Context: an optimization exercise on an open-source flow, tuned for small area, a short achievable clock period and few clock cycles per item. The choices shown serve that exercise and are no tape-out recipe.
Where RTL was checked, it was by simulation tests only, not by an equivalence proof against the original.
No functional check of the RTL was part of runs 5 and 6.
Power figures rest on the tool's default switching activity, not on a simulated workload.

`flow/flow/run.sh`:
```
#!/bin/bash
# The standard layout (bash standard.sh), with the smallest buffer,
# sky130_fd_sc_hd__buf_1, on every input and output port (the resizer may
# still upsize it where timing needs), and clock tree synthesis without
# dummy loads. Each tool's output goes to its own log.
set -o pipefail
export BUFFER_PORTS_ARGS="-buffer_cell sky130_fd_sc_hd__buf_1"
export CTS_ARGS="-sink_clustering_enable -repair_clock_nets -dont_use_dummy_load -buf_list sky130_fd_sc_hd__clkbuf_8"
bash standard.sh > standard.log 2>&1
```
`flow/standard.sh`:
```
#!/bin/bash
# synth_recipe.tcl (not shown) runs the flow's synth.tcl, then flattens the netlist and writes it again
# the make line also repeats each setting of config.mk as NAME=value (left out here)
make -C /OpenROAD-flow-scripts/flow DESIGN_CONFIG=/design/flow/config.mk WORK_HOME=/design/flow/orfs CLKGATE_MAP_FILE= SYNTH_SCRIPT=/design/flow/synth_recipe.tcl "${@:-finish}"
```
`flow/config.mk`:
```
export PLATFORM = sky130hd
export DESIGN_NAME = bit_population_counter
export DESIGN_NICKNAME = bit_population_counter
export VERILOG_FILES = /design/flow/design.v
export SDC_FILE = /design/flow/constraint.sdc
export NUM_CORES = 4
export LEC_CHECK = 0
export CAP_MARGIN = 20
export CORE_MARGIN = 2
export CORE_UTILIZATION = 40
export SETUP_SLACK_MARGIN = 1.05
export SLEW_MARGIN = 20
export SYNTH_HIERARCHICAL = 1
export SYNTH_MINIMUM_KEEP_SIZE = 0
```
`flow/design.v`:
```
module pc_fa ( input a, input b, input c, output s, output co );
  assign s  = a ^ b ^ c;
  assign co = (a & b) | (a & c) | (b & c);
endmodule
module pc_ha ( input a, input b, output s, output co );
  assign s  = a ^ b;
  assign co = a & b;
endmodule
module bit_population_counter #(
  parameter WIDTH = 128,
  parameter SLICE = 6
)(
  input                               clk_i,
  input                               srst_i,
  input        [(WIDTH-1):0]          data_i,
  input                               data_val_i,
  output logic [$clog2(WIDTH):0]      data_o,
  output logic                        data_val_o
);
  logic s1;
  logic c2;
  logic s3;
  logic c4;
  logic s5;
  logic c6;
  logic s7;
  logic c8;
  logic s9;
  logic c10;
  logic s11;
  logic c12;
  logic s13;
  logic c14;
  logic s15;
  logic c16;
  logic s17;
  logic c18;
  logic s19;
  logic c20;
  logic s21;
  logic c22;
  logic s23;
  logic c24;
  logic s25;
  logic c26;
  logic s27;
  logic c28;
  logic s29;
  logic c30;
  logic s31;
  logic c32;
  logic s33;
  logic c34;
  logic s35;
  logic c36;
  logic s37;
  logic c38;
  logic s39;
  logic c40;
  logic s41;
  logic c42;
  logic s43;
  logic c44;
  logic s45;
  logic c46;
  logic s47;
  logic c48;
  logic s49;
  logic c50;
  logic s51;
  logic c52;
  logic s53;
  logic c54;
  logic s55;
  logic c56;
  logic s57;
  logic c58;
  logic s59;
  logic c60;
  logic s61;
  logic c62;
  logic s63;
  logic c64;
  logic s65;
  logic c66;
  logic s67;
  logic c68;
  logic s69;
  logic c70;
  logic s71;
  logic c72;
  logic s73;
  logic c74;
  logic s75;
  logic c76;
  logic s77;
  logic c78;
  logic s79;
  logic c80;
  logic s81;
  logic c82;
  logic s83;
  logic c84;
  logic s85;
  logic c86;
  logic s87;
  logic c88;
  logic s89;
  logic c90;
  logic s91;
  logic c92;
  logic s93;
  logic c94;
  logic s95;
  logic c96;
  logic s97;
  logic c98;
  logic s99;
  logic c100;
  logic s101;
  logic c102;
  logic s103;
  logic c104;
  logic s105;
  logic c106;
  logic s107;
  logic c108;
  logic s109;
  logic c110;
  logic s111;
  logic c112;
  logic s113;
  logic c114;
  logic s115;
  logic c116;
  logic s117;
  logic c118;
  logic s119;
  logic c120;
  logic s121;
  logic c122;
  logic s123;
  logic c124;
  logic s125;
  logic c126;
  logic s127;
  logic c128;
  logic s129;
  logic c130;
  logic s131;
  logic c132;
  logic s133;
  logic c134;
  logic s135;
  logic c136;
  logic s137;
  logic c138;
  logic s139;
  logic c140;
  logic s141;
  logic c142;
  logic s143;
  logic c144;
  logic s145;
  logic c146;
  logic s147;
  logic c148;
  logic s149;
  logic c150;
  logic s151;
  logic c152;
  logic s153;
  logic c154;
  logic s155;
  logic c156;
  logic s157;
  logic c158;
  logic s159;
  logic c160;
  logic s161;
  logic c162;
  logic s163;
  logic c164;
  logic s165;
  logic c166;
  logic s167;
  logic c168;
  logic s169;
  logic c170;
  logic s171;
  logic c172;
  logic s173;
  logic c174;
  logic s175;
  logic c176;
  logic s177;
  logic c178;
  logic s179;
  logic c180;
  logic s181;
  logic c182;
  logic s183;
  logic c184;
  logic s185;
  logic c186;
  logic s187;
  logic c188;
  logic s189;
  logic c190;
  logic s191;
  logic c192;
  logic s193;
  logic c194;
  logic s195;
  logic c196;
  logic s197;
  logic c198;
  logic s199;
  logic c200;
  logic s201;
  logic c202;
  logic s203;
  logic c204;
  logic s205;
  logic c206;
  logic s207;
  logic c208;
  logic s209;
  logic c210;
  logic s211;
  logic c212;
  logic s213;
  logic c214;
  logic s215;
  logic c216;
  logic s217;
  logic c218;
  logic s219;
  logic c220;
  logic s221;
  logic c222;
  logic s223;
  logic c224;
  logic s225;
  logic c226;
  logic s227;
  logic c228;
  logic s229;
  logic c230;
  logic s231;
  logic c232;
  logic s233;
  logic c234;
  logic s235;
  logic c236;
  logic s237;
  logic c238;
  logic s239;
  logic c240;
  logic s241;
  logic c242;
  logic s243;
  logic c244;
  logic s245;
  logic c246;
  logic s247;
  logic c248;
  logic s249;
  logic c250;
  logic s251;
  logic c252;
  logic s253;
  logic c254;
  logic r1_s83;
  logic r1_s9;
  logic r1_s85;
  logic r1_s101;
  logic r1_s103;
  logic r1_s105;
  logic r1_s107;
  logic r1_s109;
  logic r1_s111;
  logic r1_s87;
  logic r1_s89;
  logic r1_s91;
  logic r1_s93;
  logic r1_s95;
  logic r1_s97;
  logic r1_s99;
  logic r1_c86;
  logic r1_c100;
  logic r1_c102;
  logic r1_c104;
  logic r1_c106;
  logic r1_c108;
  logic r1_c110;
  logic r1_c112;
  logic r1_c88;
  logic r1_c90;
  logic r1_c92;
  logic r1_c94;
  logic r1_c96;
  logic r1_c98;
  logic r1_s113;
  logic r1_s115;
  logic r1_s117;
  logic r1_s119;
  logic r1_s121;
  logic r1_s123;
  logic r1_s125;
  logic r1_s127;
  logic r1_s129;
  logic r1_s131;
  logic r1_s133;
  logic r1_s135;
  logic r1_s137;
  logic r1_s139;
  logic r1_c114;
  logic r1_c116;
  logic r1_c118;
  logic r1_c120;
  logic r1_c122;
  logic r1_c124;
  logic r1_c126;
  logic r1_c128;
  logic r1_c130;
  logic r1_c132;
  logic r1_c134;
  logic r1_c136;
  logic r1_c138;
  logic r1_c140;
  logic r2_s151;
  logic r2_s153;
  logic r2_c152;
  logic r2_s173;
  logic r2_c154;
  logic r2_s175;
  logic r2_s177;
  logic r2_s179;
  logic r2_s181;
  logic r2_c174;
  logic r2_c176;
  logic r2_s191;
  logic r2_c178;
  logic r2_c180;
  logic r2_c182;
  logic r2_s193;
  logic r2_s195;
  logic r2_s197;
  logic r2_s199;
  logic r2_c190;
  logic r2_c192;
  logic r2_c194;
  logic r2_c196;
  logic r2_c198;
  logic r2_c200;
  logic r2_s201;
  logic r2_c202;
  logic r3_s203;
  logic r3_s207;
  logic r3_s209;
  logic r3_c210;
  logic r3_s217;
  logic r3_s219;
  logic r3_c218;
  logic r3_s225;
  logic r3_c220;
  logic r3_s227;
  logic r3_c226;
  logic r3_c228;
  logic r3_s229;
  logic r3_c230;
  logic r4_r3_s203;
  logic r4_s231;
  logic r4_s235;
  logic r4_c236;
  logic r4_s239;
  logic r4_c238;
  logic r4_s241;
  logic r4_c240;
  logic r4_r3_c230;
  logic r4_c242;
  logic r5_r4_r3_s203;
  logic r5_r4_s231;
  logic r5_r4_s235;
  logic r5_s243;
  logic r5_s247;
  logic r5_c248;
  logic r5_s249;
  logic r5_c250;
  pc_fa u_s1 ( .a(data_i[0]), .b(data_i[100]), .c(data_i[101]), .s(s1), .co(c2) );
  pc_fa u_s3 ( .a(data_i[102]), .b(data_i[103]), .c(data_i[104]), .s(s3), .co(c4) );
  pc_fa u_s5 ( .a(data_i[105]), .b(data_i[106]), .c(data_i[107]), .s(s5), .co(c6) );
  pc_fa u_s7 ( .a(data_i[108]), .b(data_i[109]), .c(data_i[10]), .s(s7), .co(c8) );
  pc_fa u_s9 ( .a(data_i[110]), .b(data_i[111]), .c(data_i[112]), .s(s9), .co(c10) );
  pc_fa u_s11 ( .a(data_i[113]), .b(data_i[114]), .c(data_i[115]), .s(s11), .co(c12) );
  pc_fa u_s13 ( .a(data_i[116]), .b(data_i[117]), .c(data_i[118]), .s(s13), .co(c14) );
  pc_fa u_s15 ( .a(data_i[119]), .b(data_i[11]), .c(data_i[120]), .s(s15), .co(c16) );
  pc_fa u_s17 ( .a(data_i[121]), .b(data_i[122]), .c(data_i[123]), .s(s17), .co(c18) );
  pc_fa u_s19 ( .a(data_i[124]), .b(data_i[125]), .c(data_i[126]), .s(s19), .co(c20) );
  pc_fa u_s21 ( .a(data_i[127]), .b(data_i[12]), .c(data_i[13]), .s(s21), .co(c22) );
  pc_fa u_s23 ( .a(data_i[14]), .b(data_i[15]), .c(data_i[16]), .s(s23), .co(c24) );
  pc_fa u_s25 ( .a(data_i[17]), .b(data_i[18]), .c(data_i[19]), .s(s25), .co(c26) );
  pc_fa u_s27 ( .a(data_i[1]), .b(data_i[20]), .c(data_i[21]), .s(s27), .co(c28) );
  pc_fa u_s29 ( .a(data_i[22]), .b(data_i[23]), .c(data_i[24]), .s(s29), .co(c30) );
  pc_fa u_s31 ( .a(data_i[25]), .b(data_i[26]), .c(data_i[27]), .s(s31), .co(c32) );
  pc_fa u_s33 ( .a(data_i[28]), .b(data_i[29]), .c(data_i[2]), .s(s33), .co(c34) );
  pc_fa u_s35 ( .a(data_i[30]), .b(data_i[31]), .c(data_i[32]), .s(s35), .co(c36) );
  pc_fa u_s37 ( .a(data_i[33]), .b(data_i[34]), .c(data_i[35]), .s(s37), .co(c38) );
  pc_fa u_s39 ( .a(data_i[36]), .b(data_i[37]), .c(data_i[38]), .s(s39), .co(c40) );
  pc_fa u_s41 ( .a(data_i[39]), .b(data_i[3]), .c(data_i[40]), .s(s41), .co(c42) );
  pc_fa u_s43 ( .a(data_i[41]), .b(data_i[42]), .c(data_i[43]), .s(s43), .co(c44) );
  pc_fa u_s45 ( .a(data_i[44]), .b(data_i[45]), .c(data_i[46]), .s(s45), .co(c46) );
  pc_fa u_s47 ( .a(data_i[47]), .b(data_i[48]), .c(data_i[49]), .s(s47), .co(c48) );
  pc_fa u_s49 ( .a(data_i[4]), .b(data_i[50]), .c(data_i[51]), .s(s49), .co(c50) );
  pc_fa u_s51 ( .a(data_i[52]), .b(data_i[53]), .c(data_i[54]), .s(s51), .co(c52) );
  pc_fa u_s53 ( .a(data_i[55]), .b(data_i[56]), .c(data_i[57]), .s(s53), .co(c54) );
  pc_fa u_s55 ( .a(data_i[58]), .b(data_i[59]), .c(data_i[5]), .s(s55), .co(c56) );
  pc_fa u_s57 ( .a(data_i[60]), .b(data_i[61]), .c(data_i[62]), .s(s57), .co(c58) );
  pc_fa u_s59 ( .a(data_i[63]), .b(data_i[64]), .c(data_i[65]), .s(s59), .co(c60) );
  pc_fa u_s61 ( .a(data_i[66]), .b(data_i[67]), .c(data_i[68]), .s(s61), .co(c62) );
  pc_fa u_s63 ( .a(data_i[69]), .b(data_i[6]), .c(data_i[70]), .s(s63), .co(c64) );
  pc_fa u_s65 ( .a(data_i[71]), .b(data_i[72]), .c(data_i[73]), .s(s65), .co(c66) );
  pc_fa u_s67 ( .a(data_i[74]), .b(data_i[75]), .c(data_i[76]), .s(s67), .co(c68) );
  pc_fa u_s69 ( .a(data_i[77]), .b(data_i[78]), .c(data_i[79]), .s(s69), .co(c70) );
  pc_fa u_s71 ( .a(data_i[7]), .b(data_i[80]), .c(data_i[81]), .s(s71), .co(c72) );
  pc_fa u_s73 ( .a(data_i[82]), .b(data_i[83]), .c(data_i[84]), .s(s73), .co(c74) );
  pc_fa u_s75 ( .a(data_i[85]), .b(data_i[86]), .c(data_i[87]), .s(s75), .co(c76) );
  pc_fa u_s77 ( .a(data_i[88]), .b(data_i[89]), .c(data_i[8]), .s(s77), .co(c78) );
  pc_fa u_s79 ( .a(data_i[90]), .b(data_i[91]), .c(data_i[92]), .s(s79), .co(c80) );
  pc_fa u_s81 ( .a(data_i[93]), .b(data_i[94]), .c(data_i[95]), .s(s81), .co(c82) );
  pc_fa u_s83 ( .a(data_i[96]), .b(data_i[97]), .c(data_i[98]), .s(s83), .co(c84) );
  pc_fa u_s85 ( .a(data_i[99]), .b(data_i[9]), .c(s1), .s(s85), .co(c86) );
  pc_fa u_s87 ( .a(s11), .b(s13), .c(s15), .s(s87), .co(c88) );
  pc_fa u_s89 ( .a(s17), .b(s19), .c(s21), .s(s89), .co(c90) );
  pc_fa u_s91 ( .a(s23), .b(s25), .c(s27), .s(s91), .co(c92) );
  pc_fa u_s93 ( .a(s29), .b(s3), .c(s31), .s(s93), .co(c94) );
  pc_fa u_s95 ( .a(s33), .b(s35), .c(s37), .s(s95), .co(c96) );
  pc_fa u_s97 ( .a(s39), .b(s41), .c(s43), .s(s97), .co(c98) );
  pc_fa u_s99 ( .a(s45), .b(s47), .c(s49), .s(s99), .co(c100) );
  pc_fa u_s101 ( .a(s5), .b(s51), .c(s53), .s(s101), .co(c102) );
  pc_fa u_s103 ( .a(s55), .b(s57), .c(s59), .s(s103), .co(c104) );
  pc_fa u_s105 ( .a(s61), .b(s63), .c(s65), .s(s105), .co(c106) );
  pc_fa u_s107 ( .a(s67), .b(s69), .c(s7), .s(s107), .co(c108) );
  pc_fa u_s109 ( .a(s71), .b(s73), .c(s75), .s(s109), .co(c110) );
  pc_fa u_s111 ( .a(s77), .b(s79), .c(s81), .s(s111), .co(c112) );
  pc_fa u_s113 ( .a(c10), .b(c12), .c(c14), .s(s113), .co(c114) );
  pc_fa u_s115 ( .a(c16), .b(c18), .c(c2), .s(s115), .co(c116) );
  pc_fa u_s117 ( .a(c20), .b(c22), .c(c24), .s(s117), .co(c118) );
  pc_fa u_s119 ( .a(c26), .b(c28), .c(c30), .s(s119), .co(c120) );
  pc_fa u_s121 ( .a(c32), .b(c34), .c(c36), .s(s121), .co(c122) );
  pc_fa u_s123 ( .a(c38), .b(c4), .c(c40), .s(s123), .co(c124) );
  pc_fa u_s125 ( .a(c42), .b(c44), .c(c46), .s(s125), .co(c126) );
  pc_fa u_s127 ( .a(c48), .b(c50), .c(c52), .s(s127), .co(c128) );
  pc_fa u_s129 ( .a(c54), .b(c56), .c(c58), .s(s129), .co(c130) );
  pc_fa u_s131 ( .a(c6), .b(c60), .c(c62), .s(s131), .co(c132) );
  pc_fa u_s133 ( .a(c64), .b(c66), .c(c68), .s(s133), .co(c134) );
  pc_fa u_s135 ( .a(c70), .b(c72), .c(c74), .s(s135), .co(c136) );
  pc_fa u_s137 ( .a(c76), .b(c78), .c(c8), .s(s137), .co(c138) );
  pc_fa u_s139 ( .a(c80), .b(c82), .c(c84), .s(s139), .co(c140) );
  pc_fa u_s141 ( .a(r1_s101), .b(r1_s103), .c(r1_s105), .s(s141), .co(c142) );
  pc_fa u_s143 ( .a(r1_s107), .b(r1_s109), .c(r1_s111), .s(s143), .co(c144) );
  pc_fa u_s145 ( .a(r1_s83), .b(r1_s85), .c(r1_s87), .s(s145), .co(c146) );
  pc_fa u_s147 ( .a(r1_s89), .b(r1_s9), .c(r1_s91), .s(s147), .co(c148) );
  pc_fa u_s149 ( .a(r1_s93), .b(r1_s95), .c(r1_s97), .s(s149), .co(c150) );
  pc_fa u_s151 ( .a(r1_s99), .b(s141), .c(s143), .s(s151), .co(c152) );
  pc_fa u_s153 ( .a(s145), .b(s147), .c(s149), .s(s153), .co(c154) );
  pc_fa u_s155 ( .a(r1_c100), .b(r1_c102), .c(r1_c104), .s(s155), .co(c156) );
  pc_fa u_s157 ( .a(r1_c106), .b(r1_c108), .c(r1_c110), .s(s157), .co(c158) );
  pc_fa u_s159 ( .a(r1_c112), .b(r1_c86), .c(r1_c88), .s(s159), .co(c160) );
  pc_fa u_s161 ( .a(r1_c90), .b(r1_c92), .c(r1_c94), .s(s161), .co(c162) );
  pc_fa u_s163 ( .a(r1_c96), .b(r1_c98), .c(r1_s113), .s(s163), .co(c164) );
  pc_fa u_s165 ( .a(r1_s115), .b(r1_s117), .c(r1_s119), .s(s165), .co(c166) );
  pc_fa u_s167 ( .a(r1_s121), .b(r1_s123), .c(r1_s125), .s(s167), .co(c168) );
  pc_fa u_s169 ( .a(r1_s127), .b(r1_s129), .c(r1_s131), .s(s169), .co(c170) );
  pc_fa u_s171 ( .a(r1_s133), .b(r1_s135), .c(r1_s137), .s(s171), .co(c172) );
  pc_fa u_s173 ( .a(r1_s139), .b(c142), .c(c144), .s(s173), .co(c174) );
  pc_fa u_s175 ( .a(c146), .b(c148), .c(c150), .s(s175), .co(c176) );
  pc_fa u_s177 ( .a(s155), .b(s157), .c(s159), .s(s177), .co(c178) );
  pc_fa u_s179 ( .a(s161), .b(s163), .c(s165), .s(s179), .co(c180) );
  pc_fa u_s181 ( .a(s167), .b(s169), .c(s171), .s(s181), .co(c182) );
  pc_fa u_s183 ( .a(r1_c114), .b(r1_c116), .c(r1_c118), .s(s183), .co(c184) );
  pc_fa u_s185 ( .a(r1_c120), .b(r1_c122), .c(r1_c124), .s(s185), .co(c186) );
  pc_fa u_s187 ( .a(r1_c126), .b(r1_c128), .c(r1_c130), .s(s187), .co(c188) );
  pc_fa u_s189 ( .a(r1_c132), .b(r1_c134), .c(r1_c136), .s(s189), .co(c190) );
  pc_fa u_s191 ( .a(r1_c138), .b(r1_c140), .c(c156), .s(s191), .co(c192) );
  pc_fa u_s193 ( .a(c158), .b(c160), .c(c162), .s(s193), .co(c194) );
  pc_fa u_s195 ( .a(c164), .b(c166), .c(c168), .s(s195), .co(c196) );
  pc_fa u_s197 ( .a(c170), .b(c172), .c(s183), .s(s197), .co(c198) );
  pc_fa u_s199 ( .a(s185), .b(s187), .c(s189), .s(s199), .co(c200) );
  pc_fa u_s201 ( .a(c184), .b(c186), .c(c188), .s(s201), .co(c202) );
  pc_ha u_s203 ( .a(r2_s151), .b(r2_s153), .s(s203), .co(c204) );
  pc_fa u_s205 ( .a(r2_c152), .b(r2_c154), .c(r2_s173), .s(s205), .co(c206) );
  pc_fa u_s207 ( .a(r2_s175), .b(r2_s177), .c(r2_s179), .s(s207), .co(c208) );
  pc_fa u_s209 ( .a(r2_s181), .b(c204), .c(s205), .s(s209), .co(c210) );
  pc_fa u_s211 ( .a(r2_c174), .b(r2_c176), .c(r2_c178), .s(s211), .co(c212) );
  pc_fa u_s213 ( .a(r2_c180), .b(r2_c182), .c(r2_s191), .s(s213), .co(c214) );
  pc_fa u_s215 ( .a(r2_s193), .b(r2_s195), .c(r2_s197), .s(s215), .co(c216) );
  pc_fa u_s217 ( .a(r2_s199), .b(c206), .c(c208), .s(s217), .co(c218) );
  pc_fa u_s219 ( .a(s211), .b(s213), .c(s215), .s(s219), .co(c220) );
  pc_fa u_s221 ( .a(r2_c190), .b(r2_c192), .c(r2_c194), .s(s221), .co(c222) );
  pc_fa u_s223 ( .a(r2_c196), .b(r2_c198), .c(r2_c200), .s(s223), .co(c224) );
  pc_fa u_s225 ( .a(r2_s201), .b(c212), .c(c214), .s(s225), .co(c226) );
  pc_fa u_s227 ( .a(c216), .b(s221), .c(s223), .s(s227), .co(c228) );
  pc_fa u_s229 ( .a(r2_c202), .b(c222), .c(c224), .s(s229), .co(c230) );
  pc_ha u_s231 ( .a(r3_s207), .b(r3_s209), .s(s231), .co(c232) );
  pc_fa u_s233 ( .a(r3_c210), .b(r3_s217), .c(r3_s219), .s(s233), .co(c234) );
  pc_ha u_s235 ( .a(c232), .b(s233), .s(s235), .co(c236) );
  pc_fa u_s237 ( .a(r3_c218), .b(r3_c220), .c(r3_s225), .s(s237), .co(c238) );
  pc_fa u_s239 ( .a(r3_s227), .b(c234), .c(s237), .s(s239), .co(c240) );
  pc_fa u_s241 ( .a(r3_c226), .b(r3_c228), .c(r3_s229), .s(s241), .co(c242) );
  pc_ha u_s243 ( .a(r4_c236), .b(r4_s239), .s(s243), .co(c244) );
  pc_fa u_s245 ( .a(r4_c238), .b(r4_c240), .c(r4_s241), .s(s245), .co(c246) );
  pc_ha u_s247 ( .a(c244), .b(s245), .s(s247), .co(c248) );
  pc_fa u_s249 ( .a(r4_c242), .b(r4_r3_c230), .c(c246), .s(s249), .co(c250) );
  pc_ha u_s251 ( .a(r5_c248), .b(r5_s249), .s(s251), .co(c252) );
  pc_ha u_s253 ( .a(r5_c250), .b(c252), .s(s253), .co(c254) );
  always_ff @( posedge clk_i )
    begin
      r1_s83 <= s83;
      r1_s9 <= s9;
      r1_s85 <= s85;
      r1_s101 <= s101;
      r1_s103 <= s103;
      r1_s105 <= s105;
      r1_s107 <= s107;
      r1_s109 <= s109;
      r1_s111 <= s111;
      r1_s87 <= s87;
      r1_s89 <= s89;
      r1_s91 <= s91;
      r1_s93 <= s93;
      r1_s95 <= s95;
      r1_s97 <= s97;
      r1_s99 <= s99;
      r1_c86 <= c86;
      r1_c100 <= c100;
      r1_c102 <= c102;
      r1_c104 <= c104;
      r1_c106 <= c106;
      r1_c108 <= c108;
      r1_c110 <= c110;
      r1_c112 <= c112;
      r1_c88 <= c88;
      r1_c90 <= c90;
      r1_c92 <= c92;
      r1_c94 <= c94;
      r1_c96 <= c96;
      r1_c98 <= c98;
      r1_s113 <= s113;
      r1_s115 <= s115;
      r1_s117 <= s117;
      r1_s119 <= s119;
      r1_s121 <= s121;
      r1_s123 <= s123;
      r1_s125 <= s125;
      r1_s127 <= s127;
      r1_s129 <= s129;
      r1_s131 <= s131;
      r1_s133 <= s133;
      r1_s135 <= s135;
      r1_s137 <= s137;
      r1_s139 <= s139;
      r1_c114 <= c114;
      r1_c116 <= c116;
      r1_c118 <= c118;
      r1_c120 <= c120;
      r1_c122 <= c122;
      r1_c124 <= c124;
      r1_c126 <= c126;
      r1_c128 <= c128;
      r1_c130 <= c130;
      r1_c132 <= c132;
      r1_c134 <= c134;
      r1_c136 <= c136;
      r1_c138 <= c138;
      r1_c140 <= c140;
    end
  always_ff @( posedge clk_i )
    begin
      r2_s151 <= s151;
      r2_s153 <= s153;
      r2_c152 <= c152;
      r2_s173 <= s173;
      r2_c154 <= c154;
      r2_s175 <= s175;
      r2_s177 <= s177;
      r2_s179 <= s179;
      r2_s181 <= s181;
      r2_c174 <= c174;
      r2_c176 <= c176;
      r2_s191 <= s191;
      r2_c178 <= c178;
      r2_c180 <= c180;
      r2_c182 <= c182;
      r2_s193 <= s193;
      r2_s195 <= s195;
      r2_s197 <= s197;
      r2_s199 <= s199;
      r2_c190 <= c190;
      r2_c192 <= c192;
      r2_c194 <= c194;
      r2_c196 <= c196;
      r2_c198 <= c198;
      r2_c200 <= c200;
      r2_s201 <= s201;
      r2_c202 <= c202;
    end
  always_ff @( posedge clk_i )
    begin
      r3_s203 <= s203;
      r3_s207 <= s207;
      r3_s209 <= s209;
      r3_c210 <= c210;
      r3_s217 <= s217;
      r3_s219 <= s219;
      r3_c218 <= c218;
      r3_s225 <= s225;
      r3_c220 <= c220;
      r3_s227 <= s227;
      r3_c226 <= c226;
      r3_c228 <= c228;
      r3_s229 <= s229;
      r3_c230 <= c230;
    end
  always_ff @( posedge clk_i )
    begin
      r4_r3_s203 <= r3_s203;
      r4_s231 <= s231;
      r4_s235 <= s235;
      r4_c236 <= c236;
      r4_s239 <= s239;
      r4_c238 <= c238;
      r4_s241 <= s241;
      r4_c240 <= c240;
      r4_r3_c230 <= r3_c230;
      r4_c242 <= c242;
    end
  always_ff @( posedge clk_i )
    begin
      r5_r4_r3_s203 <= r4_r3_s203;
      r5_r4_s231 <= r4_s231;
      r5_r4_s235 <= r4_s235;
      r5_s243 <= s243;
      r5_s247 <= s247;
      r5_c248 <= c248;
      r5_s249 <= s249;
      r5_c250 <= c250;
    end
  always_ff @( posedge clk_i )
    data_o <= {c254, s253, s251, r5_s247, r5_s243, r5_r4_s235, r5_r4_s231, r5_r4_r3_s203};
  logic [5:0] valid_delay;
  assign data_val_o = valid_delay[5];
  always_ff @( posedge clk_i )
    if( srst_i )
      valid_delay <= '0;
    else
      valid_delay <= {valid_delay[4:0], data_val_i};
endmodule
```
`flow/constraint.sdc`:
```
create_clock -name core_clock -period 2.5 [get_ports {clk_i}]
set_input_delay 0.5000 -clock core_clock [delete_from_list [all_inputs] [get_ports {clk_i}]]
set_output_delay 0.5000 -clock core_clock [all_outputs]
set_load 0.01 [all_outputs]
```
==> impl_metrics.yaml, run 1 <==
run_status:
  outcome: "finished clean"
route:
  first_pass_iters: 4
  wl_per_cell_um: 13.0
  initialDrtViolationCount: 53
  ant_nets: 0
  drc: 0
  vias_per_cell: 4.02
  vias: 2380
  routed_wl_um: 7700
timing:
  period_needed_ns: 1.51
  hold_slack_ns: 0.307
  worst_slack_ns: 0.986
  hold_viol: 0
  slew_headroom_pct: 85.4
  fin_tns_setup_ns: 0
  setup_violations: 0
  finClkSkew_ns: 0.0256
  drv_slew: 0
  tightest_slew_ns: 0.219
  fmax_mhz: 661
  fin_crit_sh_pct: 60.5
  rsz0062_at_grt: "yes"
setup_path:
  setup.worst_path.start_class: "flip-flop"
  cp.required_ns: 2.77
  cp_data_arrival_time_ns: 1.78
  crit_path_cell_trace: "fa_1, fa_1"
  reg2reg_depth: 2
  critPathSlowestCell: "fa_1"
  r2r_slack_ns: 0.99
  critPathKind: "flip-flop to flip-flop"
  crit_path_start: "r1_s105"
  worstSetupEndpoint: "r2_s151"
  cpMostUsedCell: "fa_1"
  r2r_start: "r1_s105"
  critical_path.max_stage_delay_ns: 0.61
  crit_fanout: 1
  r2r_end: "r2_s151"
  end_kind: "flip-flop"
clock_network:
  numCtsBuffers: 17
  clk_latency_ns: 0.41
  cts-root-buf: "clkbuf_8"
  cts_tree: "yes"
  cts_hold_buffers: 0
  clkSlewWorstSetupHoldPaths_ns: 0.07
  post_cts_buffers: 0
  clk_path_buf_depth: 2
  htreeDepth: 4
  cts.sinks: 131
power:
  seqPwrFrac_pct: 51.8
  fin_total_pwr_mw: 6.50
  peakVddDrop_uv: 438
  switchingPower_mw: 1.96
  power_density_nw_per_um2: 1040
  power.internal_mw: 4.54
  clkPwrFrac_pct: 18.6
  pwr-share-comb_pct: 29.6
  p_leak_nw: 2.30
  swShare_pct: 30.1
synthesis:
  ys_ff_latch: 131
  yosys_warnings: 7
  netlist_instances: 264
  synthesis.area_sq_um: 5150
  seq_area_frac_synth_pct: 50.9
  syn-num-nets: 522
  synth_area_per_cell_sq_um: 19.5
  yosysUniqueCellTypes: 4
finish:
  reg_top3: "data_o: 8 flops, valid_delay: 6 flops"
  top_register: "data_o"
  drive_gt1_share_pct: 15.5
  fin_nets: 680
  syn_to_final_growth_pct: 21.1
  largest_reg_flops: 8
  antenna_cells: 0
grt:
  grt_pass1_vias: 2932
  grtUsageTotal_pct: 12.8
  grt_max_degree: 17
  grt_overflow: 0
  antenna_found_initial: 0
  grt_first_pass_wirelength_um: 13200
floorplan:
  die_area_sq_um: 13800
  die_width_um: 117
  initial_core_util_pct: 40.8
  rows: 41
  die_h_um: 117
  ioPinCount: 140
  core-area_sq_um: 12600
worst_hold_path:
  min_from: "data_val_i"
  worstHoldPathType: "input pin to flip-flop"
place:
  pre_cts_ws_ns: 0.743
  dp_hpwl_um: 6760
  place.gp.congestion: 0.749
  port_buffers: 139
run:
  cap_viol_max_count: 0
[power by group through the flow]
stage	Sequential [mW]	Clock (mW)	Combinational, mW
2_1_floorplan	3.36	0	1.18
3_3_place_gp	3.41	0	1.96
3_5_place_dp	3.43	0	2.02
4_1_cts	3.39	1.26	2.02
5_1_grt	3.46	1.36	2.37
6_report	3.37	1.21	1.93
[logic make-up after synthesis]
logic type	Yosys count	share of synthesized area, %
flip-flops	131	50.9
AND/OR/NAND/NOR	6	0.729
adder cells (fa/ha/maj)	127	48.3
[layout make-up]
cell class                      count  area, sq um
Tap cell                          172          215
Fill cell                        1095         6380
Multi-Input combinational cell    133         2640
Sequential cell                   131         2630
Clock buffer                       17          234
Timing Repair Buffer              139          522
[Yosys stat by module (local to each module, per instance)]
module / cells / flip-flops and latches
pc_ha: 1 / 0
bit_population_counter: 137 / 131
pc_fa: 1 / 0
[cell usage in the layout (no fill, tap or decap), drive strengths merged]
cell,instances
buf,139
nor2b,6
ha,7
dfxtp,131
fa,120
clkbuf,17
[worst max-delay path: cells and delay by family (launching register included)]
family	cells	cell delay, ns
adders and majority gates	2	1.06
DFF	1	0.32
[cells in the mapped netlist]
cell	count	area share, %
nor2b_1	6	0.73
ha_1	7	1.7
fa_1	120	47
dfxtp_1	131	51
[how the worst min path moves through the flow]
| stage | end | depth (start not counted) |
|---|---|---|
| 2_1_floorplan | data_o[0] | 0 |
| 3_3_place_gp | r5_r4_s231 | 0 |
| 3_5_place_dp | r5_r4_r3_s203 | 0 |
| 4_1_cts | valid_delay[0] | 2 |
| 5_1_grt | valid_delay[0] | 2 |
| 6_report | valid_delay[0] | 2 |
[metal layers]
metal	GRT usage, %	share of wire, %	vias up
met5	0	0	-
met4	5.42	1.6	0
met3	4.41	5.5	4
li1	-	-	1114
met2	22.6	54	79
met1	14.2	39	1183
[per-stage QoR]
| stage | std cells | utilization (%) | instance area, sq um |
|---|---|---|---|
| 6_report | 592 | 49.4 | 6240 |
| 5_1_grt | 592 | 49.4 | 6240 |
| 4_1_cts | 592 | 49.4 | 6230 |
| 3_5_place_dp | 575 | 47.5 | 5990 |
| 3_3_place_gp | 575 | 47.5 | 5990 |
| 2_1_floorplan | 264 | - | 5260 |
[repair_timing]
item / CTS / global route
endpoints found under the setup margin: 8 / 11
gates resized for setup: 2 / 4
pin swaps: 13 / 10
hold endpoints to repair: 0 / 0
Testbench counts, summed over its fixed seeds: cycles 8,048, items 8,000.
==> inputs of run 2 (changes only) <==
--- a/flow/config.mk
+++ b/flow/config.mk
@@ -8,7 +8,7 @@
 export CAP_MARGIN = 20
 export CORE_MARGIN = 2
 export CORE_UTILIZATION = 40
-export SETUP_SLACK_MARGIN = 1.05
+export SETUP_SLACK_MARGIN = 1.15
 export SLEW_MARGIN = 20
 export SYNTH_HIERARCHICAL = 1
 export SYNTH_MINIMUM_KEEP_SIZE = 0
==> impl_metrics.yaml, run 2 <==
run_status:
  outcome: "finished clean"
clock_network:
  clkSlewWorstSetupHoldPaths_ns: 0.07
  clk_path_buf_depth: 2
  cts_tree: "yes"
  cts.sinks: 131
  cts-root-buf: "clkbuf_8"
  clk_latency_ns: 0.41
  numCtsBuffers: 17
  post_cts_buffers: 0
  htreeDepth: 4
  cts_hold_buffers: 0
grt:
  grtUsageTotal_pct: 12.8
  grt_overflow: 0
  grt_max_degree: 17
  antenna_found_initial: 0
  grt_pass1_vias: 2885
  grt_first_pass_wirelength_um: 13200
synthesis:
  synth_top_area_share_pct: 50.9
  synth-compound-area-share_pct: 0
  yosysUniqueCellTypes: 4
  synth_edf_count: 0
  synth_top_family_by_area: "adder cells"
  ys_ff_latch: 131
  synth_area_per_cell_sq_um: 19.5
  syn-num-nets: 522
  synthesis.area_sq_um: 5150
  synth.mux.area_fraction_pct: 0
  yosysMostFrequentCell: "dfxtp_1"
  netlist_instances: 264
  synthSimpleGateAreaFrac_pct: 0.729
  synth_common_cells: "dfxtp_1, fa_1, ha_1, nor2b_1"
  synthXorXnorAreaFrac_pct: 0
  synthFlopType: "dfxtp_1"
  synth-adder-area-share_pct: 48.3
  yosys_warnings: 7
  synth.largest_area_cell: "dfxtp_1"
  seq_area_frac_synth_pct: 50.9
  asyncSetResetFlopFracSynth_pct: 0
  netlist_top_cells_area: "dfxtp_1, fa_1, ha_1, nor2b_1"
route:
  vias: 2428
  vias_per_cell: 4.10
  first_pass_iters: 4
  wl_per_cell_um: 13.2
  ant_nets: 0
  drc: 0
  routed_wl_um: 7830
  initialDrtViolationCount: 62
timing:
  worst_slack_ns: 0.997
  drv_slew: 0
  fmax_mhz: 665
  hold_slack_ns: 0.318
  hold_viol: 0
  finClkSkew_ns: 0.0244
  fin_crit_sh_pct: 60.1
  setup_violations: 0
  rsz0062_at_grt: "yes"
  fin_tns_setup_ns: 0
  slew_headroom_pct: 86.0
  tightest_slew_ns: 0.210
  period_needed_ns: 1.50
run:
  cap_viol_max_count: 0
power:
  seqPwrFrac_pct: 50.6
  power.internal_mw: 4.72
  p_leak_nw: 2.30
  swShare_pct: 30.1
  peakVddDrop_uv: 426
  power_density_nw_per_um2: 1060
  clkPwrFrac_pct: 18.0
  pwr-share-comb_pct: 31.3
  switchingPower_mw: 2.03
place:
  port_buffers: 139
  pre_cts_ws_ns: 0.748
  place_area_sq_um: 6030
  place.gp.congestion: 0.735
  dp_hpwl_um: 6820
setup_path:
  cp_data_arrival_time_ns: 1.76
  crit_fanout: 1
  cp.required_ns: 2.76
  critPathKind: "flip-flop to flip-flop"
  setup.worst_path.start_class: "flip-flop"
  end_kind: "flip-flop"
  reg2reg_depth: 2
finish:
  largest_reg_flops: 8
  fin_nets: 680
  stdcell_area_sq_um: 6390
  reg_top3: "data_o: 8 flops, valid_delay: 6 flops"
  drive_gt1_share_pct: 31.9
  antenna_cells: 0
  final_cell_mix: "buf_1, dfxtp_1, fa_2"
  top_register: "data_o"
  syn_to_final_growth_pct: 24.0
  final_common_cell: "buf_1"
worst_hold_path:
  hold_depth: 0
  worstHoldPathType: "flip-flop to flip-flop"
floorplan:
  die_area_sq_um: 13800
  initial_core_util_pct: 40.8
  die_h_um: 117
  rows: 41
  core-area_sq_um: 12600
  ioPinCount: 140
  die_width_um: 117
-- run 2: cell counts after synthesis --
Identical to the previous run, type by type.
-- run 2: final timing paths --
| check | start | end | slack [ns] |
|---|---|---|---|
| min reg2reg | r3_c230 | r4_r3_c230 | 0.32 |
| max reg2reg | r1_c106 | r2_s177 | 1.0 |
| min | r3_c230 | r4_r3_c230 | 0.32 |
| max | r1_c106 | r2_s177 | 1.0 |
-- run 2: kinds of logic after synthesis --
family / Yosys count
fa+ha+maj: 127
flops: 131
simple gates: 6
-- run 2: per-module statistics from Yosys, one instance, submodules excluded --
module | cells inside | flops+latches
bit_population_counter | 137 | 131
pc_fa | 1 | 0
pc_ha | 1 | 0
-- run 2: timing repair --
action / CTS / global route
resized for setup: 37 / 26
setup endpoints to repair: 36 / 37
pin swaps: 14 / 13
-- run 2: per-layer routing --
metal	vias to the layer above	part of all wire (%)	global-route usage, %
met5	-	0	0
li1	1113	-	-
met4	0	1.7	5.57
met2	79	54	22.3
met1	1225	39	14.2
met3	11	5.3	4.36
-- run 2: area by class of cell --
type | count | area [sq um]
clock buffer | 17 | 234
sequential | 131 | 2650
timing repair buffer | 139 | 546
tap | 172 | 215
fill | 1086 | 6230
multi-input combinational | 133 | 2740
-- run 2: worst max-delay path, stage by stage (launching register included) --
cell and delay (ns):
dfxtp_2 0.34, fa_2 0.57, fa_1 0.44
-- run 2: stage by stage --
step / utilization, % / power (mW) / cells
6_report: 50.6 / 6.74 / 592
5_1_grt: 50.6 / 7.46 / 592
4_1_cts: 50.2 / 6.84 / 592
3_5_place_dp: 47.8 / 5.50 / 575
3_3_place_gp: 47.8 / 5.39 / 575
2_1_floorplan: - / 4.55 / 264
-- run 2: power groups by stage --
| stage | Combinational [mW] | Sequential (mW) | Clock (mW) |
|---|---|---|---|
| 6_report | 2.11 | 3.42 | 1.22 |
| 5_1_grt | 2.58 | 3.52 | 1.36 |
| 4_1_cts | 2.17 | 3.40 | 1.27 |
| 3_5_place_dp | 2.07 | 3.42 | 0 |
| 3_3_place_gp | 1.98 | 3.41 | 0 |
| 2_1_floorplan | 1.19 | 3.36 | 0 |
==> inputs of run 3 (changes only) <==
--- a/flow/config.mk
+++ b/flow/config.mk
@@ -7,8 +7,8 @@
 export LEC_CHECK = 0
 export CAP_MARGIN = 20
 export CORE_MARGIN = 2
-export CORE_UTILIZATION = 40
-export SETUP_SLACK_MARGIN = 1.15
+export CORE_UTILIZATION = 75
+export SETUP_SLACK_MARGIN = 1.05
 export SLEW_MARGIN = 20
 export SYNTH_HIERARCHICAL = 1
 export SYNTH_MINIMUM_KEEP_SIZE = 0
==> impl_metrics.yaml, run 3 <==
run_status:
  outcome: "aborted with a tool error"
  lastStage: "detailed placement"
  firstError: "[ERROR DPL-0033] detailed placement checks failed during check placement."
synthesis:
  synth.largest_area_cell: "dfxtp_1"
  synthFlopType: "dfxtp_1"
  synth_edf_count: 0
  netlist_instances: 264
  yosys_warnings: 7
  synthesis.area_sq_um: 5150
  synth_common_cells: "dfxtp_1, fa_1, ha_1, nor2b_1"
  synth_top_area_share_pct: 50.9
  seq_area_frac_synth_pct: 50.9
  netlist_top_cells_area: "dfxtp_1, fa_1, ha_1, nor2b_1"
  synth_area_per_cell_sq_um: 19.5
  ys_ff_latch: 131
  yosysMostFrequentCell: "dfxtp_1"
  yosysUniqueCellTypes: 4
  syn-num-nets: 522
  asyncSetResetFlopFracSynth_pct: 0
place:
  dp_hpwl_um: 9570
  port_buffers: 139
  place.gp.congestion: 0.844
floorplan:
  initial_core_util_pct: 76.6
  rows: 30
  ioPinCount: 140
  die_h_um: 86.9
  die_width_um: 86.9
-- run 3: cell counts after synthesis --
No cell type changed its count.
-- run 3: worst max-delay path by stage --
stage	from	to	slack (ns)
after floorplan	data_i[52]	r1_s101	0.92
after global placement	data_i[69]	r1_s105	0.77
-- run 3: Yosys stat by module (local to each module, per instance) --
| module | copies in the design | cells inside | area (sq um) | flip-flops and latches |
|---|---|---|---|---|
| bit_population_counter | 1 | 137 | 2660 | 131 |
| pc_fa | 120 | 1 | 20.0 | 0 |
| pc_ha | 7 | 1 | 12.5 | 0 |
-- run 3: stage by stage --
step	hold WS [ns]	power, mW	instance area (sq um)
2_1_floorplan	0.310	4.54	5260
3_3_place_gp	0.314	5.27	5880
-- run 3: cell families after synthesis --
logic type                 count (synthesis)  share of synthesized area (%)
DFF                                      131                           50.9
adders and majority gates                127                           48.3
and+or+nand+nor                            6                          0.729
-- run 3: power groups by stage --
stage,clock (mW),sequential (mW),combinational (mW)
after floorplan,0,3.36,1.18
after global placement,0,3.40,1.88
==> inputs of run 4 (changes only) <==
--- a/flow/config.mk
+++ b/flow/config.mk
@@ -7,7 +7,7 @@
 export LEC_CHECK = 0
 export CAP_MARGIN = 20
 export CORE_MARGIN = 2
-export CORE_UTILIZATION = 75
+export CORE_UTILIZATION = 60
 export SETUP_SLACK_MARGIN = 1.05
 export SLEW_MARGIN = 20
 export SYNTH_HIERARCHICAL = 1
==> impl_metrics.yaml, run 4 <==
route:
  vias: 2420
  first_pass_iters: 4
  routed_wl_um: 7440
  drc: 0
  route.met2.wl_um: 4040
  wl_per_cell_um: 14.2
  highest_layer: "met4"
  vias_per_cell: 4.61
  initialDrtViolationCount: 30
  ant_nets: 0
  routed-wl-met3_um: 368
  wl_met1_um: 2910
clock_network:
  clk_latency_ns: 0.42
  clkSlewWorstSetupHoldPaths_ns: 0.07
  cts-root-buf: "clkbuf_8"
  cts_hold_buffers: 0
  cts_tree: "yes"
  cts.sinks: 131
  numCtsBuffers: 17
  clk_path_buf_depth: 2
  htreeDepth: 4
timing:
  fmax_mhz: 670
  period_needed_ns: 1.49
  rsz0062_at_grt: "yes"
  setup_violations: 0
  hold_viol: 0
  finClkSkew_ns: 0.0209
  slew_headroom_pct: 85.7
  fin_tns_setup_ns: 0
  fin_crit_sh_pct: 59.7
  drv_slew: 0
  tightest_slew_ns: 0.215
synthesis:
  synth-adder-area-share_pct: 48.3
  syn-num-nets: 522
  synth_area_per_cell_sq_um: 19.5
  synthFlopType: "dfxtp_1"
  synth.mux.area_fraction_pct: 0
  yosys_warnings: 7
  synthSimpleGateAreaFrac_pct: 0.729
  seq_area_frac_synth_pct: 50.9
  synth-compound-area-share_pct: 0
  yosysMostFrequentCell: "dfxtp_1"
  netlist_top_cells_area: "dfxtp_1, fa_1, ha_1, nor2b_1"
  synth_common_cells: "dfxtp_1, fa_1, ha_1, nor2b_1"
  netlist_instances: 264
  synthesis.area_sq_um: 5150
  synth_edf_count: 0
  synth_top_family_by_area: "adder cells"
  synth.largest_area_cell: "dfxtp_1"
  synthXorXnorAreaFrac_pct: 0
  synth_top_area_share_pct: 50.9
  asyncSetResetFlopFracSynth_pct: 0
  ys_ff_latch: 131
  yosysUniqueCellTypes: 4
power:
  power_density_nw_per_um2: 1070
  peakVddDrop_uv: 411
  p_leak_nw: 2.30
  fin_total_pwr_mw: 6.58
finish:
  post-route-util_pct: 74.5
  final_common_cell: "buf_1"
  drive_gt1_share_pct: 15.5
  antenna_cells: 0
  nFillCells: 531
  fin_nets: 680
  syn_to_final_growth_pct: 19.5
  largest_reg_flops: 8
  final_cell_mix: "buf_1, dfxtp_1, fa_1"
  top_register: "data_o"
  reg_top3: "data_o: 8 flops, valid_delay: 6 flops"
setup_path:
  crit_fanout: 1
  end_kind: "flip-flop"
  critPathKind: "flip-flop to flip-flop"
  r2r_slack_ns: 1.01
  r2r_start: "r1_s97"
  cp.required_ns: 2.78
  cp_data_arrival_time_ns: 1.78
  crit_path_start: "r1_s97"
  setup.worst_path.start_class: "flip-flop"
floorplan:
  ioPinCount: 140
  rows: 33
  die_width_um: 96.6
  core-area_sq_um: 8260
  die_h_um: 96.6
  die_area_sq_um: 9340
  initial_core_util_pct: 62.4
place:
  port_buffers: 139
  place.gp.congestion: 0.756
  dp_hpwl_um: 6550
grt:
  grt_max_degree: 17
  grt_overflow: 0
  grt_pass1_vias: 2988
  grtUsageTotal_pct: 19.2
  grt_first_pass_wirelength_um: 13400
  antenna_found_initial: 0
run:
  cap_viol_max_count: 0
worst_hold_path:
  worstHoldPathType: "input pin to flip-flop"
  min_from: "data_val_i"
run_status:
  outcome: "finished clean"
run 4: cell counts after synthesis:
No cell type changed its count.
run 4: power breakdown:
part | total, mW | switching [mW] | internal, mW
sequential | 3.37 | 0.380 | 2.99
clock | 1.21 | 0.611 | 0.595
combinational | 2.01 | 1.01 | 1.00
run 4: modules after synthesis, one instance, submodules excluded:
module                  flip-flops and latches  copies in the design  cells inside
bit_population_counter                     131                     1           137
pc_fa                                        0                   120             1
pc_ha                                        0                     7             1
run 4: layer usage:
metal / GRT usage (%) / up-vias
li1: - / 1114
met1: 23.3 / 1213
met2: 32.0 / 82
met3: 5.92 / 11
met4: 8.34 / 0
met5: 0 / -
run 4: stage by stage:
step	std cells	setup slack, ns	hold WS (ns)	area, sq um
4_1_cts	525	0.992	0.261	6150
2_1_floorplan	264	0.915	0.310	5260
3_5_place_dp	508	0.759	0.312	5910
6_report	525	1.01	0.279	6150
3_3_place_gp	508	0.783	0.312	5910
5_1_grt	525	0.981	0.279	6150
run 4: logic make-up after synthesis:
| kind of cell | after synthesis |
|---|---|
| flops | 131 |
| fa+ha+maj | 127 |
| simple gates | 6 |
run 4: layout make-up:
cell class              count  area (sq um)  area share, %
well taps                 105           131           2.14
clock buffers              17           234           3.80
multi-input cells         133          2640           42.9
repair buffers            139           522           8.48
flip-flops and latches    131          2630           42.7
run 4: final timing paths:
kind / end / cells past startpoint
worst max-delay path: r2_s153 / 2
worst min-delay path: valid_delay[0] / 2
worst min register to register: r4_r3_s203 / 0
worst max register to register: r2_s153 / 2
run 4: repair_timing:
action | in CTS | in global routing
endpoints found under the setup margin | 7 | 10
buffers inserted | 0 | 0
pin swaps | 7 | 10
gates resized for setup | 3 | 3
run 4: worst max-delay path: stages, from the launching register on:
cell and delay [ns]:
dfxtp_2 0.33, fa_2 0.61, fa_1 0.42
==> inputs of run 5 (changes only) <==
--- a/flow/design.v
+++ b/flow/design.v
@@ -388,6 +388,14 @@
   logic r5_c248;
   logic r5_s249;
   logic r5_c250;
+  logic r6_r5_r4_r3_s203;
+  logic r6_r5_r4_s231;
+  logic r6_r5_r4_s235;
+  logic r6_r5_s243;
+  logic r6_r5_s247;
+  logic r6_s251;
+  logic r6_s253;
+  logic r6_c254;
   pc_fa u_s1 ( .a(data_i[0]), .b(data_i[100]), .c(data_i[101]), .s(s1), .co(c2) );
   pc_fa u_s3 ( .a(data_i[102]), .b(data_i[103]), .c(data_i[104]), .s(s3), .co(c4) );
   pc_fa u_s5 ( .a(data_i[105]), .b(data_i[106]), .c(data_i[107]), .s(s5), .co(c6) );
@@ -648,12 +656,23 @@
       r5_c250 <= c250;
     end
   always_ff @( posedge clk_i )
-    data_o <= {c254, s253, s251, r5_s247, r5_s243, r5_r4_s235, r5_r4_s231, r5_r4_r3_s203};
-  logic [5:0] valid_delay;
-  assign data_val_o = valid_delay[5];
+    begin
+      r6_r5_r4_r3_s203 <= r5_r4_r3_s203;
+      r6_r5_r4_s231 <= r5_r4_s231;
+      r6_r5_r4_s235 <= r5_r4_s235;
+      r6_r5_s243 <= r5_s243;
+      r6_r5_s247 <= r5_s247;
+      r6_s251 <= s251;
+      r6_s253 <= s253;
+      r6_c254 <= c254;
+    end
+  always_ff @( posedge clk_i )
+    data_o <= {r6_c254, r6_s253, r6_s251, r6_r5_s247, r6_r5_s243, r6_r5_r4_s235, r6_r5_r4_s231, r6_r5_r4_r3_s203};
+  logic [6:0] valid_delay;
+  assign data_val_o = valid_delay[6];
   always_ff @( posedge clk_i )
     if( srst_i )
       valid_delay <= '0;
     else
-      valid_delay <= {valid_delay[4:0], data_val_i};
+      valid_delay <= {valid_delay[5:0], data_val_i};
 endmodule
--- a/flow/config.mk
+++ b/flow/config.mk
@@ -7,7 +7,7 @@
 export LEC_CHECK = 0
 export CAP_MARGIN = 20
 export CORE_MARGIN = 2
-export CORE_UTILIZATION = 60
+export CORE_UTILIZATION = 40
 export SETUP_SLACK_MARGIN = 1.05
 export SLEW_MARGIN = 20
 export SYNTH_HIERARCHICAL = 1
==> impl_metrics.yaml, run 5 <==
floorplan:
  die_h_um: 120
  die_width_um: 120
  rows: 42
  core-area_sq_um: 13100
  initial_core_util_pct: 40.6
  ioPinCount: 140
  die_area_sq_um: 14300
setup_path:
  cp.required_ns: 2.78
  crit_path_cell_trace: "fa_1, fa_1"
  r2r_slack_ns: 1.02
  cpMostUsedCell: "fa_1"
  end_kind: "flip-flop"
  setup.worst_path.start_class: "flip-flop"
  crit_fanout: 1
  critical_path.max_stage_delay_ns: 0.56
  cp_data_arrival_time_ns: 1.75
  critPathKind: "flip-flop to flip-flop"
  critPathSlowestCell: "fa_1"
timing:
  slew_headroom_pct: 82.1
  hold_viol: 0
  finClkSkew_ns: 0.0228
  drv_slew: 0
  fin_tns_setup_ns: 0
  tightest_slew_ns: 0.269
  fmax_mhz: 678
  rsz0062_at_grt: "yes"
  period_needed_ns: 1.48
  setup_violations: 0
  fin_crit_sh_pct: 59.0
finish:
  nFillCells: 1165
  reg_top3: "data_o: 8 flops, valid_delay: 7 flops"
  post-route-util_pct: 49.0
  final_cell_mix: "buf_1, dfxtp_1, fa_1"
  multi_input_area_sq_um: 2650
  fin_nets: 690
  syn_to_final_growth_pct: 20.6
  top_register: "data_o"
  drive_gt1_share_pct: 16.5
  fin_cells: 606
  final_common_cell: "buf_1"
  largest_reg_flops: 8
  antenna_cells: 0
  seqCellArea_sq_um: 2810
  stdcell_area_sq_um: 6440
synthesis:
  ys_ff_latch: 140
  synth.largest_area_cell: "dfxtp_1"
  netlist_instances: 274
  synthFlopType: "dfxtp_1"
  yosysUniqueCellTypes: 4
  syn-num-nets: 532
  synth_edf_count: 0
  synthesis.area_sq_um: 5340
  seq_area_frac_synth_pct: 52.5
  netlist_top_cells_area: "dfxtp_1, fa_1, ha_1, nor2b_1"
  synth_top_area_share_pct: 52.5
  asyncSetResetFlopFracSynth_pct: 0
  yosysMostFrequentCell: "dfxtp_1"
  synth_common_cells: "dfxtp_1, fa_1, ha_1, nor2b_1"
  yosys_warnings: 7
  synth_area_per_cell_sq_um: 19.5
place:
  place.gp.congestion: 0.742
  dp.cells: 589
  place_area_sq_um: 6180
  dp_hpwl_um: 6820
  port_buffers: 139
grt:
  grt_pass1_vias: 2913
  grt_max_degree: 17
  grt_first_pass_wirelength_um: 13300
  grt_overflow: 0
  grtUsageTotal_pct: 12.7
  antenna_found_initial: 0
power:
  fin_total_pwr_mw: 6.82
  power_density_nw_per_um2: 1060
  p_leak_nw: 2.38
  peakVddDrop_uv: 446
clock_network:
  clk_latency_ns: 0.43
  htreeDepth: 4
  post_cts_buffers: 0
  cts.sinks: 140
  cts_tree: "yes"
  clk_path_buf_depth: 2
  numCtsBuffers: 17
  cts-root-buf: "clkbuf_8"
  clkSlewWorstSetupHoldPaths_ns: 0.08
route:
  drc: 0
  wl_per_cell_um: 13.0
  routed_wl_um: 7880
  ant_nets: 0
  vias: 2483
  vias_per_cell: 4.10
  first_pass_iters: 4
  initialDrtViolationCount: 88
run_status:
  outcome: "finished clean"
run:
  cap_viol_max_count: 0
worst_hold_path:
  worstHoldPathType: "input pin to flip-flop"
==> run 5: cell type report <==
type / instances / share of cell area [%]
Tap cell: 176 / 3.42
Clock buffer: 17 / 3.64
Multi-Input combinational cell: 134 / 41.1
Sequential cell: 140 / 43.7
Timing Repair Buffer: 139 / 8.13
==> run 5: cells by family after synthesis <==
| logic type | count (synthesis) | share of synthesized area [%] |
|---|---|---|
| fa+ha+maj | 127 | 46.7 |
| simple gates | 7 | 0.821 |
| flops | 140 | 52.5 |
==> run 5: metal layers <==
metal	GRT usage [%]	wire, um
met5	0	0
met4	5.81	171
met3	4.23	419
met1	14.2	2980
met2	22.0	4310
==> run 5: timing repair <==
| action | 4_1_cts | 5_1_grt |
|---|---|---|
| hold buffers | 0 | 0 |
| resized for setup | 4 | 8 |
| pin swaps | 11 | 10 |
| endpoints found under the setup margin | 6 | 11 |
==> run 5: metrics by stage <==
stage	setup WS [ns]	hold slack [ns]
floorplan	0.915	0.310
global placement	0.759	0.310
detailed placement	0.741	0.313
CTS	0.997	0.270
global route	0.982	0.277
finish	1.02	0.295
==> run 5: worst paths after layout <==
kind / startpoint / endpoint / cells after the start
hold / removal: data_val_i / valid_delay[0] / 2
setup / recovery: r1_c110 / r2_s177 / 2
setup reg to reg: r1_c110 / r2_s177 / 2
hold reg to reg: r6_r5_s243 / data_o[3] / 0
==> run 5: Yosys stat by module, one instance, submodules excluded <==
| module | area, sq um | copies in the design |
|---|---|---|
| pc_ha | 12.5 | 7 |
| bit_population_counter | 2850 | 1 |
| pc_fa | 20.0 | 120 |
==> run 5: report_power, final <==
group / total [mW] / switching, mW / internal (mW)
Clock: 1.26 / 0.661 / 0.598
Sequential: 3.58 / 0.386 / 3.19
Combinational: 1.98 / 0.988 / 0.990
Total: 6.82 / 2.03 / 4.78
==> run 5: critical path: cells and delay by family (launching register included) <==
family                     cells  cell delay, ns
adders and majority gates      2            1.00
DFF                            1            0.33
==> inputs of run 6 (changes only) <==
--- a/flow/config.mk
+++ b/flow/config.mk
@@ -8,7 +8,7 @@
 export CAP_MARGIN = 20
 export CORE_MARGIN = 2
 export CORE_UTILIZATION = 40
-export SETUP_SLACK_MARGIN = 1.05
+export SETUP_SLACK_MARGIN = 1.15
 export SLEW_MARGIN = 20
 export SYNTH_HIERARCHICAL = 1
 export SYNTH_MINIMUM_KEEP_SIZE = 0
==> impl_metrics.yaml, run 6 <==
place:
  place.gp.congestion: 0.769
  dp_hpwl_um: 6890
  port_buffers: 139
  dp.cells: 589
  pre_cts_ws_ns: 0.747
  place_area_sq_um: 6220
clock_network:
  htreeDepth: 4
  cts-root-buf: "clkbuf_8"
  post_cts_buffers: 0
  clk_latency_ns: 0.42
  numCtsBuffers: 17
  clk_path_buf_depth: 2
  cts_tree: "yes"
  clkSlewWorstSetupHoldPaths_ns: 0.08
  cts_hold_buffers: 0
  cts.sinks: 140
synthesis:
  synth_common_cells: "dfxtp_1, fa_1, ha_1, nor2b_1"
  yosys_warnings: 7
  synthesis.area_sq_um: 5340
  synth_top_area_share_pct: 52.5
  synth_area_per_cell_sq_um: 19.5
  synth_edf_count: 0
  seq_area_frac_synth_pct: 52.5
  netlist_instances: 274
  asyncSetResetFlopFracSynth_pct: 0
  yosysUniqueCellTypes: 4
  synthFlopType: "dfxtp_1"
  yosysMostFrequentCell: "dfxtp_1"
  syn-num-nets: 532
  ys_ff_latch: 140
  netlist_top_cells_area: "dfxtp_1, fa_1, ha_1, nor2b_1"
  synth.largest_area_cell: "dfxtp_1"
timing:
  rsz0062_at_grt: "yes"
  hold_slack_ns: 0.300
  tightest_slew_ns: 0.265
  setup_violations: 0
  slew_headroom_pct: 82.3
  fmax_mhz: 679
  fin_tns_setup_ns: 0
  fin_crit_sh_pct: 58.9
  drv_slew: 0
  period_needed_ns: 1.47
  finClkSkew_ns: 0.0231
  worst_slack_ns: 1.03
  hold_viol: 0
setup_path:
  r2r_start: "r1_c108"
  critPathKind: "flip-flop to flip-flop"
  worstSetupEndpoint: "r2_s177"
  critical_path.max_stage_delay_ns: 0.57
  crit_path_start: "r1_c108"
  r2r_slack_ns: 1.03
  reg2reg_depth: 2
  r2r_end: "r2_s177"
  setup.worst_path.start_class: "flip-flop"
  cp.required_ns: 2.78
  cp_data_arrival_time_ns: 1.75
  crit_fanout: 1
  critPathSlowestCell: "fa_2"
  end_kind: "flip-flop"
  crit_path_cell_trace: "fa_2, fa_1"
floorplan:
  die_width_um: 120
  initial_core_util_pct: 40.6
  rows: 42
  ioPinCount: 140
  die_area_sq_um: 14300
  die_h_um: 120
  core-area_sq_um: 13100
finish:
  fin_nets: 690
  post-route-util_pct: 49.9
  fin_cells: 606
  largest_reg_flops: 8
  reg_top3: "data_o: 8 flops, valid_delay: 7 flops"
  antenna_cells: 0
  final_cell_mix: "buf_1, dfxtp_1, fa_2"
  final_common_cell: "buf_1"
  drive_gt1_share_pct: 28.8
  stdcell_area_sq_um: 6560
  top_register: "data_o"
  syn_to_final_growth_pct: 22.8
grt:
  grt_first_pass_wirelength_um: 13600
  grt_overflow: 0
  gr-usage-met2_pct: 22.3
  grt-busiest-layer: "met2"
  use_met1_pct: 14.6
  grt_pass1_vias: 2949
  grt_max_degree: 17
  antenna_found_initial: 0
  grtUsageTotal_pct: 13.0
  use_met3_pct: 4.75
run:
  cap_viol_max_count: 0
power:
  power_density_nw_per_um2: 1060
  peakVddDrop_uv: 457
  fin_total_pwr_mw: 6.94
  p_leak_nw: 2.39
route:
  ant_nets: 0
  vias_per_cell: 4.05
  first_pass_iters: 4
  routed_wl_um: 8050
  vias: 2454
  initialDrtViolationCount: 95
  drc: 0
  wl_per_cell_um: 13.3
run_status:
  outcome: "finished clean"
worst_hold_path:
  worstHoldPathType: "input pin to flip-flop"
  hold_depth: 2
-- run 6: cell count changes in the layout (fill, tap and decap cells not counted), sizes merged --
cell / previous run / this run
buf: 138 / 139
clkbuf: 18 / 17
-- run 6: worst max-delay path, delay by kind of cell, from the launching register on --
| kind | cells | cell delay (ns) |
|---|---|---|
| fa+ha+maj | 2 | 1.00 |
| flops | 1 | 0.33 |
-- run 6: per-module statistics from Yosys, one instance, submodules excluded --
module                  area [sq um]  cells  times used
bit_population_counter          2850    147           1
pc_ha                           12.5      1           7
pc_fa                           20.0      1         120
-- run 6: worst min path at each step --
stage,from,to,slack (ns)
after floorplan,r6_r5_r4_r3_s203,data_o[0],0.31
after global placement,r6_r5_s247,data_o[4],0.31
after detailed placement,r6_s251,data_o[5],0.31
after CTS,data_val_i,valid_delay[0],0.28
after global routing,data_val_i,valid_delay[0],0.29
final,data_val_i,valid_delay[0],0.30
-- run 6: cell type report --
class,instances,area [sq um]
fillers,1121,6580
flip-flops and latches,140,2830
multi-input cells,134,2730
repair buffers,139,546
clock buffers,17,234
well taps,176,220
-- run 6: power breakdown --
part           switching, mW  total (mW)  leakage, nW  internal, mW
clock network          0.668        1.27        0.122         0.598
logic                  0.989        2.06         1.09          1.07
registers              0.406        3.62         1.18          3.21
-- run 6: what timing repair did --
item	4_1_cts	5_1_grt
pin swaps	16	13
endpoints found under the setup margin	37	35
gates resized for setup	32	21
-- run 6: kinds of logic after synthesis --
family                   after synthesis  synth area share (%)
adder cells (fa/ha/maj)              127                  46.7
flip-flops                           140                  52.5
AND/OR/NAND/NOR                        7                 0.821
-- run 6: layer usage --
layer  wire (um)  vias to the layer above
met5           0                        -
met4         217                        0
met3         460                       19
met2        4280                       88
met1        3090                     1205
li1            -                     1142

port drivers added, routing unchanged:
How much do the figures lean on ideal ports? The routed layouts below were timed once more, with nothing changed but the port constraints. Step 1 (the two cells are an assumption about what drives the block):
set clk [get_ports {clk_i}]
set_driving_cell -lib_cell sky130_fd_sc_hd__clkbuf_16 $clk
set_driving_cell -lib_cell sky130_fd_sc_hd__buf_2 [delete_from_list [all_inputs] $clk]
Step 2 also shifts input and output timing later by t, the mid clock arrival at the registers, as if the neighbouring blocks saw the same clock. Slacks: no drivers / after step 1 / after step 2; pairs: no drivers / after step 1.
run | t (ns) | slack for setup (ns) | worst slew at a driven data input, ns
run 1 | 0.430 | 0.986 / 0.986 / 0.755 | 0.04
run 2 | 0.438 | 0.997 / 0.997 / 0.746 | 0.04
run 4 | 0.441 | 1.007 / 1.007 / 0.758 | 0.04
run 5 | 0.449 | 1.024 / 1.024 / 0.736 | 0.04
run 6 | 0.448 | 1.027 / 1.027 / 0.749 | 0.04
After both steps every run listed still meets setup and hold. The setup slack of run 5, which loses most, moves by 0.000 ns with the drivers and by -0.288 ns with both steps.
